From an optimization exercise on the open Yosys and OpenROAD flow, aimed at small area, a short achievable clock period and few clock cycles; shortcuts taken in it are not production practice. For this run, only the layout was checked, not whether the RTL still works. Power and IR drop assume default switching activity.

`flow/config.mk`:
```
export PLATFORM = sky130hd
export DESIGN_NAME = modular_reduction
export DESIGN_NICKNAME = modular_reduction
export VERILOG_FILES = /design/flow/design.v
export SDC_FILE = /design/flow/constraint.sdc
export NUM_CORES = 4
export LEC_CHECK = 0
export CAP_MARGIN = 20
export CORE_MARGIN = 2
export CORE_UTILIZATION = 40
export SLEW_MARGIN = 20
```
`flow/constraint.sdc`:
```
create_clock -name core_clock -period 5.0 [get_ports {clk}]
set_input_delay 1.0000 -clock core_clock [delete_from_list [all_inputs] [get_ports {clk}]]
set_output_delay 1.0000 -clock core_clock [all_outputs]
set_load 0.01 [all_outputs]
```
`flow/design.v`:
```
module modular_reduction #(
    parameter DATA_WIDTH = 48,
    parameter Q_WIDTH    = 23
) (
    input  wire clk,
    input  wire rst_n,
    input  wire start,
    output reg  done,
    input  wire [DATA_WIDTH-1:0] data_in,
    output wire [Q_WIDTH-1:0]    data_out
);
  wire [47:0] x = data_in;
  wire [47:0] nx = ~data_in;
  wire hs0, hc0, hs1, hc1, hs2, hc2, fs0, fc0, hs3, hc3, fs1, fc1, fs2, fc2, hs4, hc4, fs3, fc3, fs4, fc4, hs5, hc5, fs5, fc5, fs6, fc6, fs7, fc7, fs8, fc8, fs9, fc9, fs10, fc10, fs11, fc11, hs6, hc6, fs12, fc12, hs7, hc7, fs13, fc13, hs8, hc8, fs14, fc14, hs9, hc9, fs15, fc15, hs10, hc10, hs11, hc11, fs16, fc16, fs17, fc17, fs18, fc18, fs19, fc19, fs20, fc20, fs21, fc21, fs22, fc22, fs23, fc23, fs24, fc24, fs25, fc25, fs26, fc26, fs27, fc27, fs28, fc28, fs29, fc29, fs30, fc30, fs31, fc31, fs32, fc32, fs33, fc33, fs34, fc34, fs35, fc35, fs36, fc36, fs37, fc37, hs12, hc12, hs13, hc13, fs38, fc38, fs39, fc39, fs40, fc40, fs41, fc41, fs42, fc42, fs43, fc43, fs44, fc44, fs45, fc45, fs46, fc46, fs47, fc47, fs48, fc48, fs49, fc49, fs50, fc50, fs51, fc51, fs52, fc52, fs53, fc53, fs54, fc54, fs55, fc55, fs56, fc56, fs57, fc57, fs58, fc58, fs59, fc59, fs60, fc60;
  assign hs0 = x[15] ^ x[25];
  assign hc0 = x[15] & x[25];
  assign hs1 = x[16] ^ x[26];
  assign hc1 = x[16] & x[26];
  assign hs2 = x[0] ^ x[23];
  assign hc2 = x[0] & x[23];
  assign fs0 = x[1] ^ x[47] ^ nx[23];
  assign fc0 = (x[1] & x[47]) | (x[1] & nx[23]) | (x[47] & nx[23]);
  assign hs3 = nx[24] ^ nx[34];
  assign hc3 = nx[24] & nx[34];
  assign fs1 = x[25] ^ x[2] ^ nx[35];
  assign fc1 = (x[25] & x[2]) | (x[25] & nx[35]) | (x[2] & nx[35]);
  assign fs2 = x[3] ^ nx[25] ^ nx[26];
  assign fc2 = (x[3] & nx[25]) | (x[3] & nx[26]) | (nx[25] & nx[26]);
  assign hs4 = x[4] ^ nx[27];
  assign hc4 = x[4] & nx[27];
  assign fs3 = x[13] ^ x[23] ^ x[33];
  assign fc3 = (x[13] & x[23]) | (x[13] & x[33]) | (x[23] & x[33]);
  assign fs4 = x[14] ^ x[24] ^ x[34];
  assign fc4 = (x[14] & x[24]) | (x[14] & x[34]) | (x[24] & x[34]);
  assign hs5 = x[37] ^ x[44];
  assign hc5 = x[37] & x[44];
  assign fs5 = x[35] ^ x[38] ^ x[45];
  assign fc5 = (x[35] & x[38]) | (x[35] & x[45]) | (x[38] & x[45]);
  assign fs6 = nx[37] ^ nx[47] ^ hs0;
  assign fc6 = (nx[37] & nx[47]) | (nx[37] & hs0) | (nx[47] & hs0);
  assign fs7 = x[36] ^ x[46] ^ nx[38];
  assign fc7 = (x[36] & x[46]) | (x[36] & nx[38]) | (x[46] & nx[38]);
  assign fs8 = nx[39] ^ hc0 ^ hs1;
  assign fc8 = (nx[39] & hc0) | (nx[39] & hs1) | (hc0 & hs1);
  assign fs9 = x[17] ^ x[27] ^ x[37];
  assign fc9 = (x[17] & x[27]) | (x[17] & x[37]) | (x[27] & x[37]);
  assign fs10 = x[40] ^ x[47] ^ hc1;
  assign fc10 = (x[40] & x[47]) | (x[40] & hc1) | (x[47] & hc1);
  assign fs11 = x[18] ^ x[28] ^ x[38];
  assign fc11 = (x[18] & x[28]) | (x[18] & x[38]) | (x[28] & x[38]);
  assign hs6 = x[41] ^ nx[40];
  assign hc6 = x[41] & nx[40];
  assign fs12 = x[19] ^ x[29] ^ x[39];
  assign fc12 = (x[19] & x[29]) | (x[19] & x[39]) | (x[29] & x[39]);
  assign hs7 = x[42] ^ nx[41];
  assign hc7 = x[42] & nx[41];
  assign fs13 = x[20] ^ x[30] ^ x[40];
  assign fc13 = (x[20] & x[30]) | (x[20] & x[40]) | (x[30] & x[40]);
  assign hs8 = x[43] ^ nx[42];
  assign hc8 = x[43] & nx[42];
  assign fs14 = x[21] ^ x[31] ^ x[41];
  assign fc14 = (x[21] & x[31]) | (x[21] & x[41]) | (x[31] & x[41]);
  assign hs9 = x[44] ^ nx[43];
  assign hc9 = x[44] & nx[43];
  assign fs15 = x[22] ^ x[32] ^ x[42];
  assign fc15 = (x[22] & x[32]) | (x[22] & x[42]) | (x[32] & x[42]);
  assign hs10 = x[45] ^ nx[44];
  assign hc10 = x[45] & nx[44];
  assign hs11 = x[46] ^ nx[33];
  assign hc11 = x[46] & nx[33];
  assign fs16 = nx[44] ^ hc2 ^ hs3;
  assign fc16 = (nx[44] & hc2) | (nx[44] & hs3) | (hc2 & hs3);
  assign fs17 = nx[45] ^ hc3 ^ fc0;
  assign fc17 = (nx[45] & hc3) | (nx[45] & fc0) | (hc3 & fc0);
  assign fs18 = nx[36] ^ nx[46] ^ fc1;
  assign fc18 = (nx[36] & nx[46]) | (nx[36] & fc1) | (nx[46] & fc1);
  assign fs19 = nx[37] ^ nx[47] ^ hs4;
  assign fc19 = (nx[37] & nx[47]) | (nx[37] & hs4) | (nx[47] & hs4);
  assign fs20 = x[28] ^ x[5] ^ nx[38];
  assign fc20 = (x[28] & x[5]) | (x[28] & nx[38]) | (x[5] & nx[38]);
  assign fs21 = x[29] ^ x[6] ^ nx[28];
  assign fc21 = (x[29] & x[6]) | (x[29] & nx[28]) | (x[6] & nx[28]);
  assign fs22 = x[30] ^ x[7] ^ nx[29];
  assign fc22 = (x[30] & x[7]) | (x[30] & nx[29]) | (x[7] & nx[29]);
  assign fs23 = x[31] ^ x[8] ^ nx[30];
  assign fc23 = (x[31] & x[8]) | (x[31] & nx[30]) | (x[8] & nx[30]);
  assign fs24 = x[32] ^ x[9] ^ nx[31];
  assign fc24 = (x[32] & x[9]) | (x[32] & nx[31]) | (x[9] & nx[31]);
  assign fs25 = x[10] ^ x[33] ^ nx[32];
  assign fc25 = (x[10] & x[33]) | (x[10] & nx[32]) | (x[33] & nx[32]);
  assign fs26 = x[11] ^ x[34] ^ nx[33];
  assign fc26 = (x[11] & x[34]) | (x[11] & nx[33]) | (x[34] & nx[33]);
  assign fs27 = x[12] ^ x[35] ^ nx[34];
  assign fc27 = (x[12] & x[35]) | (x[12] & nx[34]) | (x[35] & nx[34]);
  assign fs28 = x[43] ^ nx[35] ^ nx[36];
  assign fc28 = (x[43] & nx[35]) | (x[43] & nx[36]) | (nx[35] & nx[36]);
  assign fs29 = nx[46] ^ hs5 ^ fc3;
  assign fc29 = (nx[46] & hs5) | (nx[46] & fc3) | (hs5 & fc3);
  assign fs30 = hc5 ^ fc4 ^ fs5;
  assign fc30 = (hc5 & fc4) | (hc5 & fs5) | (fc4 & fs5);
  assign fs31 = fc5 ^ fs7 ^ fc6;
  assign fc31 = (fc5 & fs7) | (fc5 & fc6) | (fs7 & fc6);
  assign fs32 = fc7 ^ fs9 ^ fc8;
  assign fc32 = (fc7 & fs9) | (fc7 & fc8) | (fs9 & fc8);
  assign fs33 = hs6 ^ fc9 ^ fs11;
  assign fc33 = (hs6 & fc9) | (hs6 & fs11) | (fc9 & fs11);
  assign fs34 = hc6 ^ hs7 ^ fc11;
  assign fc34 = (hc6 & hs7) | (hc6 & fc11) | (hs7 & fc11);
  assign fs35 = hc7 ^ hs8 ^ fc12;
  assign fc35 = (hc7 & hs8) | (hc7 & fc12) | (hs8 & fc12);
  assign fs36 = hc8 ^ hs9 ^ fc13;
  assign fc36 = (hc8 & hs9) | (hc8 & fc13) | (hs9 & fc13);
  assign fs37 = hc9 ^ hs10 ^ fc14;
  assign fc37 = (hc9 & hs10) | (hc9 & fc14) | (hs10 & fc14);
  assign hs12 = nx[45] ^ hc10;
  assign hc12 = nx[45] & hc10;
  assign hs13 = nx[43] ^ hs2;
  assign hc13 = nx[43] & hs2;
  assign fs38 = hc11 ^ fs0 ^ fs16;
  assign fc38 = (hc11 & fs0) | (hc11 & fs16) | (fs0 & fs16);
  assign fs39 = fs1 ^ fc16 ^ fs17;
  assign fc39 = (fs1 & fc16) | (fs1 & fs17) | (fc16 & fs17);
  assign fs40 = fs2 ^ fc17 ^ fs18;
  assign fc40 = (fs2 & fc17) | (fs2 & fs18) | (fc17 & fs18);
  assign fs41 = fc2 ^ fs19 ^ fc18;
  assign fc41 = (fc2 & fs19) | (fc2 & fc18) | (fs19 & fc18);
  assign fs42 = hc4 ^ fs20 ^ fc19;
  assign fc42 = (hc4 & fs20) | (hc4 & fc19) | (fs20 & fc19);
  assign fs43 = nx[39] ^ fc20 ^ fs21;
  assign fc43 = (nx[39] & fc20) | (nx[39] & fs21) | (fc20 & fs21);
  assign fs44 = nx[40] ^ fc21 ^ fs22;
  assign fc44 = (nx[40] & fc21) | (nx[40] & fs22) | (fc21 & fs22);
  assign fs45 = nx[41] ^ fc22 ^ fs23;
  assign fc45 = (nx[41] & fc22) | (nx[41] & fs23) | (fc22 & fs23);
  assign fs46 = nx[42] ^ fc23 ^ fs24;
  assign fc46 = (nx[42] & fc23) | (nx[42] & fs24) | (fc23 & fs24);
  assign fs47 = nx[43] ^ fc24 ^ fs25;
  assign fc47 = (nx[43] & fc24) | (nx[43] & fs25) | (fc24 & fs25);
  assign fs48 = nx[44] ^ fc25 ^ fs26;
  assign fc48 = (nx[44] & fc25) | (nx[44] & fs26) | (fc25 & fs26);
  assign fs49 = nx[45] ^ fc26 ^ fs27;
  assign fc49 = (nx[45] & fc26) | (nx[45] & fs27) | (fc26 & fs27);
  assign fs50 = fc27 ^ fs3 ^ fs28;
  assign fc50 = (fc27 & fs3) | (fc27 & fs28) | (fs3 & fs28);
  assign fs51 = fc28 ^ fs4 ^ fs29;
  assign fc51 = (fc28 & fs4) | (fc28 & fs29) | (fs4 & fs29);
  assign fs52 = fs6 ^ fc29 ^ fs30;
  assign fc52 = (fs6 & fc29) | (fs6 & fs30) | (fc29 & fs30);
  assign fs53 = fs8 ^ fc30 ^ fs31;
  assign fc53 = (fs8 & fc30) | (fs8 & fs31) | (fc30 & fs31);
  assign fs54 = fs10 ^ fc31 ^ fs32;
  assign fc54 = (fs10 & fc31) | (fs10 & fs32) | (fc31 & fs32);
  assign fs55 = fc10 ^ fs33 ^ fc32;
  assign fc55 = (fc10 & fs33) | (fc10 & fc32) | (fs33 & fc32);
  assign fs56 = fs12 ^ fc33 ^ fs34;
  assign fc56 = (fs12 & fc33) | (fs12 & fs34) | (fc33 & fs34);
  assign fs57 = fs13 ^ fc34 ^ fs35;
  assign fc57 = (fs13 & fc34) | (fs13 & fs35) | (fc34 & fs35);
  assign fs58 = fs14 ^ fc35 ^ fs36;
  assign fc58 = (fs14 & fc35) | (fs14 & fs36) | (fc35 & fs36);
  assign fs59 = fs15 ^ fc36 ^ fs37;
  assign fc59 = (fs15 & fc36) | (fs15 & fs37) | (fc36 & fs37);
  assign fs60 = fc15 ^ hs12 ^ fc37;
  assign fc60 = (fc15 & hs12) | (fc15 & fc37) | (hs12 & fc37);
  wire [25:0] ra = {1'b0, fc60, fc59, fc58, fc57, fc56, fc55, fc54, fc53, fc52, fc51, fc50, fc49, fc48, fc47, fc46, fc45, fc44, fc43, fc42, fc41, fc40, fc39, fc38, hc13, hs13};
  wire [25:0] rb = {1'b0, hc12, fs60, fs59, fs58, fs57, fs56, fs55, fs54, fs53, fs52, fs51, fs50, fs49, fs48, fs47, fs46, fs45, fs44, fs43, fs42, fs41, fs40, fs39, fs38, hs11};
  wire [25:0] g0 = ra & rb;
  wire [25:0] p0 = ra ^ rb;
  wire G0_1 = g0[1] | (p0[1] & g0[0]);
  wire G0_3 = g0[3] | (p0[3] & g0[2]);
  wire P0_3 = p0[3] & p0[2];
  wire G0_5 = g0[5] | (p0[5] & g0[4]);
  wire P0_5 = p0[5] & p0[4];
  wire G0_7 = g0[7] | (p0[7] & g0[6]);
  wire P0_7 = p0[7] & p0[6];
  wire G0_9 = g0[9] | (p0[9] & g0[8]);
  wire P0_9 = p0[9] & p0[8];
  wire G0_11 = g0[11] | (p0[11] & g0[10]);
  wire P0_11 = p0[11] & p0[10];
  wire G0_13 = g0[13] | (p0[13] & g0[12]);
  wire P0_13 = p0[13] & p0[12];
  wire G0_15 = g0[15] | (p0[15] & g0[14]);
  wire P0_15 = p0[15] & p0[14];
  wire G0_17 = g0[17] | (p0[17] & g0[16]);
  wire P0_17 = p0[17] & p0[16];
  wire G0_19 = g0[19] | (p0[19] & g0[18]);
  wire P0_19 = p0[19] & p0[18];
  wire G0_21 = g0[21] | (p0[21] & g0[20]);
  wire P0_21 = p0[21] & p0[20];
  wire G0_23 = g0[23] | (p0[23] & g0[22]);
  wire P0_23 = p0[23] & p0[22];
  wire G0_25 = g0[25] | (p0[25] & g0[24]);
  wire P0_25 = p0[25] & p0[24];
  wire G1_3 = G0_3 | (P0_3 & G0_1);
  wire G1_7 = G0_7 | (P0_7 & G0_5);
  wire P1_7 = P0_7 & P0_5;
  wire G1_11 = G0_11 | (P0_11 & G0_9);
  wire P1_11 = P0_11 & P0_9;
  wire G1_15 = G0_15 | (P0_15 & G0_13);
  wire P1_15 = P0_15 & P0_13;
  wire G1_19 = G0_19 | (P0_19 & G0_17);
  wire P1_19 = P0_19 & P0_17;
  wire G1_23 = G0_23 | (P0_23 & G0_21);
  wire P1_23 = P0_23 & P0_21;
  wire G2_7 = G1_7 | (P1_7 & G1_3);
  wire G2_15 = G1_15 | (P1_15 & G1_11);
  wire P2_15 = P1_15 & P1_11;
  wire G2_23 = G1_23 | (P1_23 & G1_19);
  wire P2_23 = P1_23 & P1_19;
  wire G3_15 = G2_15 | (P2_15 & G2_7);
  wire G6_23 = G2_23 | (P2_23 & G3_15);
  wire G7_11 = G1_11 | (P1_11 & G2_7);
  wire G7_19 = G1_19 | (P1_19 & G3_15);
  wire G8_5 = G0_5 | (P0_5 & G1_3);
  wire G8_9 = G0_9 | (P0_9 & G2_7);
  wire G8_13 = G0_13 | (P0_13 & G7_11);
  wire G8_17 = G0_17 | (P0_17 & G3_15);
  wire G8_21 = G0_21 | (P0_21 & G7_19);
  wire G8_25 = G0_25 | (P0_25 & G6_23);
  wire G9_2 = g0[2] | (p0[2] & G0_1);
  wire G9_4 = g0[4] | (p0[4] & G1_3);
  wire G9_6 = g0[6] | (p0[6] & G8_5);
  wire G9_8 = g0[8] | (p0[8] & G2_7);
  wire G9_10 = g0[10] | (p0[10] & G8_9);
  wire G9_12 = g0[12] | (p0[12] & G7_11);
  wire G9_14 = g0[14] | (p0[14] & G8_13);
  wire G9_16 = g0[16] | (p0[16] & G3_15);
  wire G9_18 = g0[18] | (p0[18] & G8_17);
  wire G9_20 = g0[20] | (p0[20] & G7_19);
  wire G9_22 = g0[22] | (p0[22] & G8_21);
  wire G9_24 = g0[24] | (p0[24] & G6_23);
  wire [25:0] cy = {G9_24, G6_23, G9_22, G8_21, G9_20, G7_19, G9_18, G8_17, G9_16, G3_15, G9_14, G8_13, G9_12, G7_11, G9_10, G8_9, G9_8, G2_7, G9_6, G8_5, G9_4, G1_3, G9_2, G0_1, g0[0], 1'b0};
  wire [25:0] y_next = p0 ^ cy;
  reg [25:0] y;
  always @(posedge clk) begin
    y <= y_next;
  end
  always @(posedge clk or negedge rst_n) begin
    if (!rst_n) done <= 1'b0;
    else        done <= start;
  end
  wire [2:0]  yh = y[25:23];
  wire [9:0]  H  = y[22:13];
  wire [12:0] L  = y[12:0];
  wire        allH = &H[9:3];
  wire        Lnz  = |L[12:3];
  wire gt, eq, lge, up, b3, b13, c16;
  wire [2:0] l3, h3;
  wire tge_new_n9, tge_new_n10, tge_new_n11, tge_new_n12, tge_new_n13, tge_new_n14, tge_new_n15, tge_new_n16, tge_new_n17, tge_new_n18, tge_new_n19, tge_new_n21, tge_new_n22, tge_new_n23, tge_new_n24, tge_new_n25, tge_new_n26;
  assign tge_new_n9 = yh[1] & H[2];
  assign tge_new_n10 = ~yh[2] & tge_new_n9;
  assign tge_new_n11 = yh[0] & H[0];
  assign tge_new_n12 = ~H[1] & ~tge_new_n11;
  assign tge_new_n13 = tge_new_n10 & ~tge_new_n12;
  assign tge_new_n14 = yh[2] & H[2];
  assign tge_new_n15 = ~yh[2] & ~H[2];
  assign tge_new_n16 = H[1] & ~tge_new_n15;
  assign tge_new_n17 = tge_new_n11 & tge_new_n16;
  assign tge_new_n18 = ~tge_new_n14 & ~tge_new_n17;
  assign tge_new_n19 = ~yh[1] & ~tge_new_n18;
  assign gt = tge_new_n13 | tge_new_n19;
  assign tge_new_n21 = ~yh[0] & ~H[0];
  assign tge_new_n22 = ~H[1] & tge_new_n10;
  assign tge_new_n23 = ~tge_new_n14 & tge_new_n16;
  assign tge_new_n24 = ~yh[1] & tge_new_n23;
  assign tge_new_n25 = ~tge_new_n22 & ~tge_new_n24;
  assign tge_new_n26 = ~tge_new_n11 & ~tge_new_n25;
  assign eq = ~tge_new_n21 & tge_new_n26;
  wire tlg_new_n8, tlg_new_n9, tlg_new_n10, tlg_new_n11, tlg_new_n12, tlg_new_n13, tlg_new_n14, tlg_new_n15;
  assign tlg_new_n8 = ~yh[0] & L[0];
  assign tlg_new_n9 = L[1] & tlg_new_n8;
  assign tlg_new_n10 = ~L[2] & ~tlg_new_n9;
  assign tlg_new_n11 = ~yh[2] & ~tlg_new_n10;
  assign tlg_new_n12 = ~L[1] & ~tlg_new_n8;
  assign tlg_new_n13 = yh[2] & ~L[2];
  assign tlg_new_n14 = ~yh[1] & ~tlg_new_n13;
  assign tlg_new_n15 = ~tlg_new_n12 & tlg_new_n14;
  assign lge = tlg_new_n11 | tlg_new_n15;
  assign up = allH & (gt | (eq & (Lnz | lge)));
  wire tl3_new_n12, tl3_new_n13, tl3_new_n14, tl3_new_n15, tl3_new_n16, tl3_new_n17, tl3_new_n18, tl3_new_n19, tl3_new_n20, tl3_new_n21, tl3_new_n22, tl3_new_n23, tl3_new_n24, tl3_new_n26, tl3_new_n27, tl3_new_n28, tl3_new_n29, tl3_new_n30, tl3_new_n31, tl3_new_n32, tl3_new_n33, tl3_new_n35, tl3_new_n36, tl3_new_n37, tl3_new_n38, tl3_new_n40, tl3_new_n41, tl3_new_n42, tl3_new_n43, tl3_new_n44;
  assign tl3_new_n12 = ~yh[2] & ~L[2];
  assign tl3_new_n13 = ~yh[0] & L[0];
  assign tl3_new_n14 = yh[0] & ~L[0];
  assign tl3_new_n15 = ~up & ~tl3_new_n14;
  assign tl3_new_n16 = ~tl3_new_n13 & ~tl3_new_n15;
  assign tl3_new_n17 = ~L[1] & tl3_new_n16;
  assign tl3_new_n18 = ~yh[1] & ~tl3_new_n17;
  assign tl3_new_n19 = L[1] & ~tl3_new_n16;
  assign tl3_new_n20 = ~tl3_new_n18 & ~tl3_new_n19;
  assign tl3_new_n21 = tl3_new_n12 & tl3_new_n20;
  assign tl3_new_n22 = L[2] & ~tl3_new_n17;
  assign tl3_new_n23 = yh[2] & ~yh[1];
  assign tl3_new_n24 = ~tl3_new_n22 & tl3_new_n23;
  assign b3 = tl3_new_n21 | tl3_new_n24;
  assign tl3_new_n26 = yh[2] & L[2];
  assign tl3_new_n27 = tl3_new_n17 & tl3_new_n26;
  assign tl3_new_n28 = ~yh[1] & tl3_new_n27;
  assign tl3_new_n29 = ~yh[2] & tl3_new_n19;
  assign tl3_new_n30 = ~tl3_new_n18 & ~tl3_new_n29;
  assign tl3_new_n31 = ~tl3_new_n12 & ~tl3_new_n26;
  assign tl3_new_n32 = ~tl3_new_n30 & tl3_new_n31;
  assign tl3_new_n33 = ~tl3_new_n21 & ~tl3_new_n32;
  assign l3[2] = tl3_new_n28 | ~tl3_new_n33;
  assign tl3_new_n35 = ~tl3_new_n17 & ~tl3_new_n19;
  assign tl3_new_n36 = ~yh[2] & yh[1];
  assign tl3_new_n37 = tl3_new_n35 & ~tl3_new_n36;
  assign tl3_new_n38 = yh[1] & ~tl3_new_n35;
  assign l3[1] = ~tl3_new_n37 & ~tl3_new_n38;
  assign tl3_new_n40 = yh[2] & yh[1];
  assign tl3_new_n41 = ~tl3_new_n13 & ~tl3_new_n14;
  assign tl3_new_n42 = up & tl3_new_n41;
  assign tl3_new_n43 = ~up & ~tl3_new_n41;
  assign tl3_new_n44 = ~tl3_new_n42 & ~tl3_new_n43;
  assign l3[0] = ~tl3_new_n40 & ~tl3_new_n44;
  assign b13 = b3 & ~Lnz;
  wire th3_new_n13, th3_new_n14, th3_new_n15, th3_new_n16, th3_new_n17, th3_new_n18, th3_new_n19, th3_new_n20, th3_new_n21, th3_new_n22, th3_new_n23, th3_new_n24, th3_new_n25, th3_new_n26, th3_new_n27, th3_new_n28, th3_new_n29, th3_new_n30, th3_new_n31, th3_new_n32, th3_new_n33, th3_new_n34, th3_new_n35, th3_new_n37, th3_new_n38, th3_new_n39, th3_new_n40, th3_new_n41, th3_new_n42, th3_new_n43, th3_new_n44, th3_new_n45, th3_new_n46, th3_new_n47, th3_new_n48, th3_new_n49, th3_new_n50, th3_new_n51, th3_new_n52, th3_new_n53, th3_new_n54, th3_new_n55, th3_new_n56, th3_new_n57, th3_new_n58, th3_new_n59, th3_new_n61, th3_new_n62, th3_new_n63, th3_new_n64, th3_new_n65, th3_new_n66, th3_new_n68, th3_new_n69, th3_new_n70, th3_new_n71, th3_new_n72, th3_new_n73, th3_new_n74, th3_new_n75;
  assign th3_new_n13 = b13 & ~H[0];
  assign th3_new_n14 = ~up & ~yh[0];
  assign th3_new_n15 = th3_new_n13 & th3_new_n14;
  assign th3_new_n16 = yh[1] & H[1];
  assign th3_new_n17 = H[2] & th3_new_n16;
  assign th3_new_n18 = ~th3_new_n15 & th3_new_n17;
  assign th3_new_n19 = ~yh[2] & th3_new_n18;
  assign th3_new_n20 = ~yh[1] & ~H[1];
  assign th3_new_n21 = yh[2] & yh[1];
  assign th3_new_n22 = ~th3_new_n20 & ~th3_new_n21;
  assign th3_new_n23 = ~yh[2] & ~H[2];
  assign th3_new_n24 = ~b13 & H[0];
  assign th3_new_n25 = ~th3_new_n14 & th3_new_n24;
  assign th3_new_n26 = up & yh[0];
  assign th3_new_n27 = ~th3_new_n13 & th3_new_n26;
  assign th3_new_n28 = ~th3_new_n25 & ~th3_new_n27;
  assign th3_new_n29 = ~th3_new_n23 & ~th3_new_n28;
  assign th3_new_n30 = th3_new_n22 & th3_new_n29;
  assign th3_new_n31 = ~H[1] & th3_new_n15;
  assign th3_new_n32 = yh[2] & H[2];
  assign th3_new_n33 = ~yh[1] & th3_new_n32;
  assign th3_new_n34 = ~th3_new_n31 & th3_new_n33;
  assign th3_new_n35 = ~th3_new_n30 & ~th3_new_n34;
  assign c16 = th3_new_n19 | ~th3_new_n35;
  assign th3_new_n37 = ~th3_new_n15 & th3_new_n28;
  assign th3_new_n38 = H[1] & th3_new_n13;
  assign th3_new_n39 = ~H[1] & ~th3_new_n13;
  assign th3_new_n40 = ~th3_new_n38 & ~th3_new_n39;
  assign th3_new_n41 = ~th3_new_n37 & th3_new_n40;
  assign th3_new_n42 = th3_new_n32 & ~th3_new_n41;
  assign th3_new_n43 = ~yh[2] & th3_new_n20;
  assign th3_new_n44 = yh[2] & H[1];
  assign th3_new_n45 = ~H[2] & ~th3_new_n44;
  assign th3_new_n46 = ~th3_new_n43 & ~th3_new_n45;
  assign th3_new_n47 = ~H[2] & th3_new_n43;
  assign th3_new_n48 = ~th3_new_n15 & ~th3_new_n47;
  assign th3_new_n49 = ~th3_new_n46 & ~th3_new_n48;
  assign th3_new_n50 = ~th3_new_n42 & ~th3_new_n49;
  assign th3_new_n51 = th3_new_n23 & th3_new_n28;
  assign th3_new_n52 = ~th3_new_n16 & th3_new_n51;
  assign th3_new_n53 = ~th3_new_n18 & ~th3_new_n21;
  assign th3_new_n54 = ~th3_new_n52 & th3_new_n53;
  assign th3_new_n55 = yh[1] & H[2];
  assign th3_new_n56 = H[1] & ~th3_new_n32;
  assign th3_new_n57 = ~th3_new_n55 & ~th3_new_n56;
  assign th3_new_n58 = th3_new_n29 & ~th3_new_n57;
  assign th3_new_n59 = th3_new_n54 & ~th3_new_n58;
  assign h3[2] = th3_new_n50 & th3_new_n59;
  assign th3_new_n61 = th3_new_n20 & ~th3_new_n51;
  assign th3_new_n62 = ~yh[2] & th3_new_n16;
  assign th3_new_n63 = ~th3_new_n61 & ~th3_new_n62;
  assign th3_new_n64 = ~th3_new_n37 & ~th3_new_n63;
  assign th3_new_n65 = ~th3_new_n16 & th3_new_n37;
  assign th3_new_n66 = th3_new_n22 & th3_new_n65;
  assign h3[1] = th3_new_n64 | th3_new_n66;
  assign th3_new_n68 = ~yh[0] & th3_new_n13;
  assign th3_new_n69 = th3_new_n47 & th3_new_n68;
  assign th3_new_n70 = ~th3_new_n21 & ~th3_new_n69;
  assign th3_new_n71 = ~th3_new_n14 & ~th3_new_n26;
  assign th3_new_n72 = ~th3_new_n13 & ~th3_new_n24;
  assign th3_new_n73 = th3_new_n71 & ~th3_new_n72;
  assign th3_new_n74 = ~th3_new_n71 & th3_new_n72;
  assign th3_new_n75 = ~th3_new_n73 & ~th3_new_n74;
  assign h3[0] = th3_new_n70 & th3_new_n75;
  wire [9:0]  fl;
  genvar gi;
  generate
    for (gi = 0; gi < 10; gi = gi + 1) begin : g_dec
      if (gi == 0) begin : g0
        assign fl[gi] = b3;
      end else begin : gn
        assign fl[gi] = b3 & ~|L[gi+2:3];
      end
    end
  endgenerate
  wire [9:0]  mid = L[12:3] ^ fl;
  wire [6:0]  fh;
  generate
    for (gi = 0; gi < 7; gi = gi + 1) begin : g_inc
      if (gi == 0) begin : g0
        assign fh[gi] = c16;
      end else begin : gn
        assign fh[gi] = c16 & (&H[gi+2:3]);
      end
    end
  endgenerate
  wire [6:0]  hi = H[9:3] ^ fh;
  assign data_out = {hi, h3, mid, l3};
endmodule
```
`flow/run.sh`:
```
#!/bin/bash
# synth_recipe.tcl (not shown) runs the flow's synth.tcl, then flattens the netlist and writes it again
# the make line also repeats each setting of config.mk as NAME=value (left out here)
make -C /OpenROAD-flow-scripts/flow DESIGN_CONFIG=/design/flow/config.mk WORK_HOME=/design/flow/orfs CLKGATE_MAP_FILE= SYNTH_SCRIPT=/design/flow/synth_recipe.tcl finish
```
==> run_results.csv <==
group,metric,value,unit
logic_synthesis,netlist.top_cell.by_area,"fa_1",
placement,gp_routability_congestion,0.889,
timing,rsz0062_at_grt,"true",
worst_setup_path,crit_arrival,4370,ps
cells_and_area,multi_input_comb_area,3340,sq um
cts,cts_tree,"yes",
placement,dpl_hpwl,9.22,mm
route,vias_per_cell,4.63,
timing,layout_setup_ws,-374,ps
hold_path,hold_path_class,"in2async",
cells_and_area,fin_util,57.6,%
worst_setup_path,critPathSlowestCell,"fa_2",
route,totalWireLength,9.87,mm
global_routing,antenna_found_initial,0,
timing,layout_min_cycle_time,5370,ps
global_routing,maximum_number_of_pins_on_one_net_before_global_route_repair,18,
logic_synthesis,async_flop_share,3.70,%
cells_and_area,final_layout_size_suffix_gt1_share,24.1,%
cells_and_area,antenna-diode-count,0,
placement,io_buffers,74,
die,die-height,106,microns
logic_synthesis,synthesis.nets,613,
route,drt_first_pass_iters,4,
cells_and_area,synthToLayoutAreaGrowth,41.1,%
timing,setup_total_negative_slack,-2590,ps
logic_synthesis,synth_largest_type_area_fraction,36.0,%
worst_setup_path,timing.critical_path.depth,23,
power,vdd_ir_drop_max,0.000214,V
cts,ctsRootBufferMaster,"clkbuf_8",
cells_and_area,nets,769,
die,die-area,11300,sq um
die,core.rowCount,37,
logic_synthesis,synth.yosys.seq_area_share,13.1,%
worst_setup_path,crit_required,4000,ps
worst_setup_path,family_with_the_most_delay_on_the_worst_path,"simple AND/OR/NAND/NOR gates",
cts,clkSlewWorstSetupHoldPaths,90,ps
die,core,10200,sq um
timing,max_freq,186,MHz
worst_setup_path,critical_path.n_buffers_inverters,2,
die,initial_core_util,40.8,%
global_routing,grt_overflow,0,
worst_setup_path,timing_worst_setup_path_type,"reg2out",
timing,worst_pin_slew,373,ps
logic_synthesis,synthesis.instances,438,
route,detailroute.via_count,3378,
cts,htree_levels,1,
run_status,run_status,"failed layout checks",
global_routing,grt_pass1_wl,17.0,mm
timing,finalMaxSlewViolations,0,
logic_synthesis,synth_cell_type_count,53,
timing,final.period_utilization,107,%
global_routing,grt_pass1_vias,3770,
die,io-pin-count,75,
power,power.density,476,nW/um^2
cts,clock_tree.buffer_depth,2,
timing,slew_headroom,74.9,%
power,cellLeakagePower,0.00299,uW
route,route.detailed.drc,0,
global_routing,total_routing_resource_utilization_after_global_routing,18.9,%
run_status,failed_checks,"negative setup slack",
route,drt_iter0_drc,70,
logic_synthesis,yosysWarningCount,1,
worst_setup_path,setup.worst_path.start_class,"flop",
cts,tritoncts_num_sinks,27,
run,max_cap_violations,0,
die,chipWidth,106,microns
logic_synthesis,synthFlopType,"dfxtp_1",
logic_synthesis,synth.cell_area,4170,sq um
route,routedWlPerCell,13.5,microns
cts,cts_inserted_buffers,3,
worst_setup_path,critical_path.max_stage_delay,410,ps
logic_synthesis,ys_ff_latch,27,
worst_setup_path,critical_path.endpoint_type,"primary output",
cells_and_area,filler_cell_count,902,
cts,cts_stage_hold_buffer_count,0,
logic_synthesis,synth.top_cells.by_area,"fa_1 (36%), ha_1 (15%), dfxtp_1 (12%)",
logic_synthesis,synth_edf_count,0,
worst_setup_path,worstPathCellList,"inv_4, ha_4, a21oi_2, o211ai_1, nor2_1, or4_1, nand3b_1, nand4_1, fa_2, ha_4, and2b_1, nor2_2, a21oi_4, nand3_2, nor2b_4, ha_4, nand2b_4, a31oi_1, a211o_1, a32o_2, ha_4, xor2_2, buf_2",
route,final_antenna_net_count,0,
worst_setup_path,path_max_fanout,6,
cells_and_area,ff_latch_area,553,sq um
timing,final-hold-violation-count,0,
logic_synthesis,syn_avg_cell_area,9.53,sq um
timing,report.final.setup_viol,9,
worst_setup_path,path_common_cell,"ha_4",
-- sequential cells by signal, indices dropped and copies added, names as in the netlist --
signal  flops
y          26
done        1
-- timing repair --
| item | in CTS | in global routing |
|---|---|---|
| setup buffers | 6 | 3 |
| resized for setup | 55 | 33 |
| pin swaps | 20 | 15 |
| endpoints found under the setup margin | 11 | 24 |
-- metrics by stage --
step / cell area (sq um) / total power (uW) / setup slack, ps / hold slack (ps) / std cells
2_1_floorplan: 4240 / 1650 / 23.2 / 704 / 438
3_3_place_gp: 5670 / 2610 / -500 / 1150 / 717
3_5_place_dp: 5670 / 2640 / -590 / 1150 / 717
4_1_cts: 5780 / 2790 / -412 / 856 / 727
5_1_grt: 5890 / 3120 / -660 / 853 / 729
6_report: 5890 / 2800 / -374 / 859 / 729
-- area by class of cell --
| class | count | share of cell area, % |
|---|---|---|
| timing repair buffer | 155 | 22.6 |
| multi-input combinational | 290 | 56.7 |
| sequential | 27 | 9.39 |
| inverter | 117 | 7.54 |
| clock buffer | 3 | 0.701 |
| clock inverter | 1 | 0.149 |
| tap | 136 | 2.89 |
-- cell usage after synthesis (6+ instances only) --
| cell type | instances |
|---|---|
| dfxtp_1 | 26 |
| a21oi_1 | 21 |
| xnor2_1 | 11 |
| nand2b_1 | 8 |
| inv_1 | 114 |
| o21ai_0 | 15 |
| fa_1 | 75 |
| xor2_1 | 15 |
| nor2_1 | 17 |
| nand2_1 | 19 |
| nand3_1 | 6 |
| ha_1 | 49 |
-- per-layer routing --
layer  wire, microns  up-vias  global-route usage [%]
met4             177        0                    4.42
met2            5340       63                    36.7
met3             215       10                   0.920
li1                -     1675                       -
met1            4140     1630                    22.6
met5               0        -                       0
-- logic make-up after synthesis --
kind of cell / count (synthesis) / synth area share, %
AND/OR/NAND/NOR: 78 / 10.1
AO/OA/AOI/OAI: 62 / 9.35
buffers and inverters: 121 / 11.4
flip-flops: 27 / 13.1
XOR/XNOR: 26 / 5.46
adder cells (fa/ha/maj): 124 / 50.7
-- cell usage in the layout (no fill, tap or decap), types with 2 or more instances in the layout --
cell               n
ha_1              43
buf_4             79
dfxtp_2            3
dfxtp_1           22
nand2b_4           3
o21ai_1            3
fa_1              74
buf_6              3
nor3_1             4
clkdlybuf4s50_1   54
ha_4               5
inv_1            111
a21boi_0           2
nand2b_1           5
nand4_1            3
dlymetal6s2s_1     9
inv_2              3
xnor2_1           10
nand2_1           18
a31oi_1            4
buf_2             10
nor2_1            17
o21ai_0           12
nand3_2            3
or3_1              2
a21o_1             2
nor2_2             2
xor2_1            14
and3_1             3
clkbuf_8           3
a21oi_1           15
inv_4              2
o211ai_1           5
nand3_1            4
a21oi_2            6
-- where the power goes --
group | leakage [uW] | switching, uW | internal (uW)
clock network | 0.0000261 | 66.1 | 58.3
logic | 0.00273 | 1110 | 1140
registers | 0.000231 | 83.5 | 348
-- worst paths after layout --
check,start,to,slack (ps)
worst max-delay path,y[23],data_out[17],-370
worst min-delay path,rst_n,done,860
max in group asynchronous,rst_n,done,4040
min in group core_clock,start,done,1160

-- afterwards: timing with drivers on the ports --
The results above use ideal ports. As a check the final layout listed here was re-extracted and re-timed, cells and wires unchanged. Step 1: set_driving_cell puts a clkbuf_16 on clk and a buf_2 on each other input, an assumption about the parent block. Step 2 moves the port delays by t, midway between the first and last clock arrival at a register: inputs arrive t later, outputs are due t later. That takes back most of the time a late clock gives input paths. Slacks: ideal ports / drivers / drivers and shift; pairs: ideal ports / drivers.
t (ns): 0.297
slack for setup (ns): -0.374 / -0.404 / -0.107
hold slack, ns: 0.859 / 0.858 / 1.155
worst data-port slew with drivers (ns): 0.04
cell pins on the clock port's net: 1
The setup slack of this run moves by -0.030 ns with the drivers and by +0.267 ns with both steps.
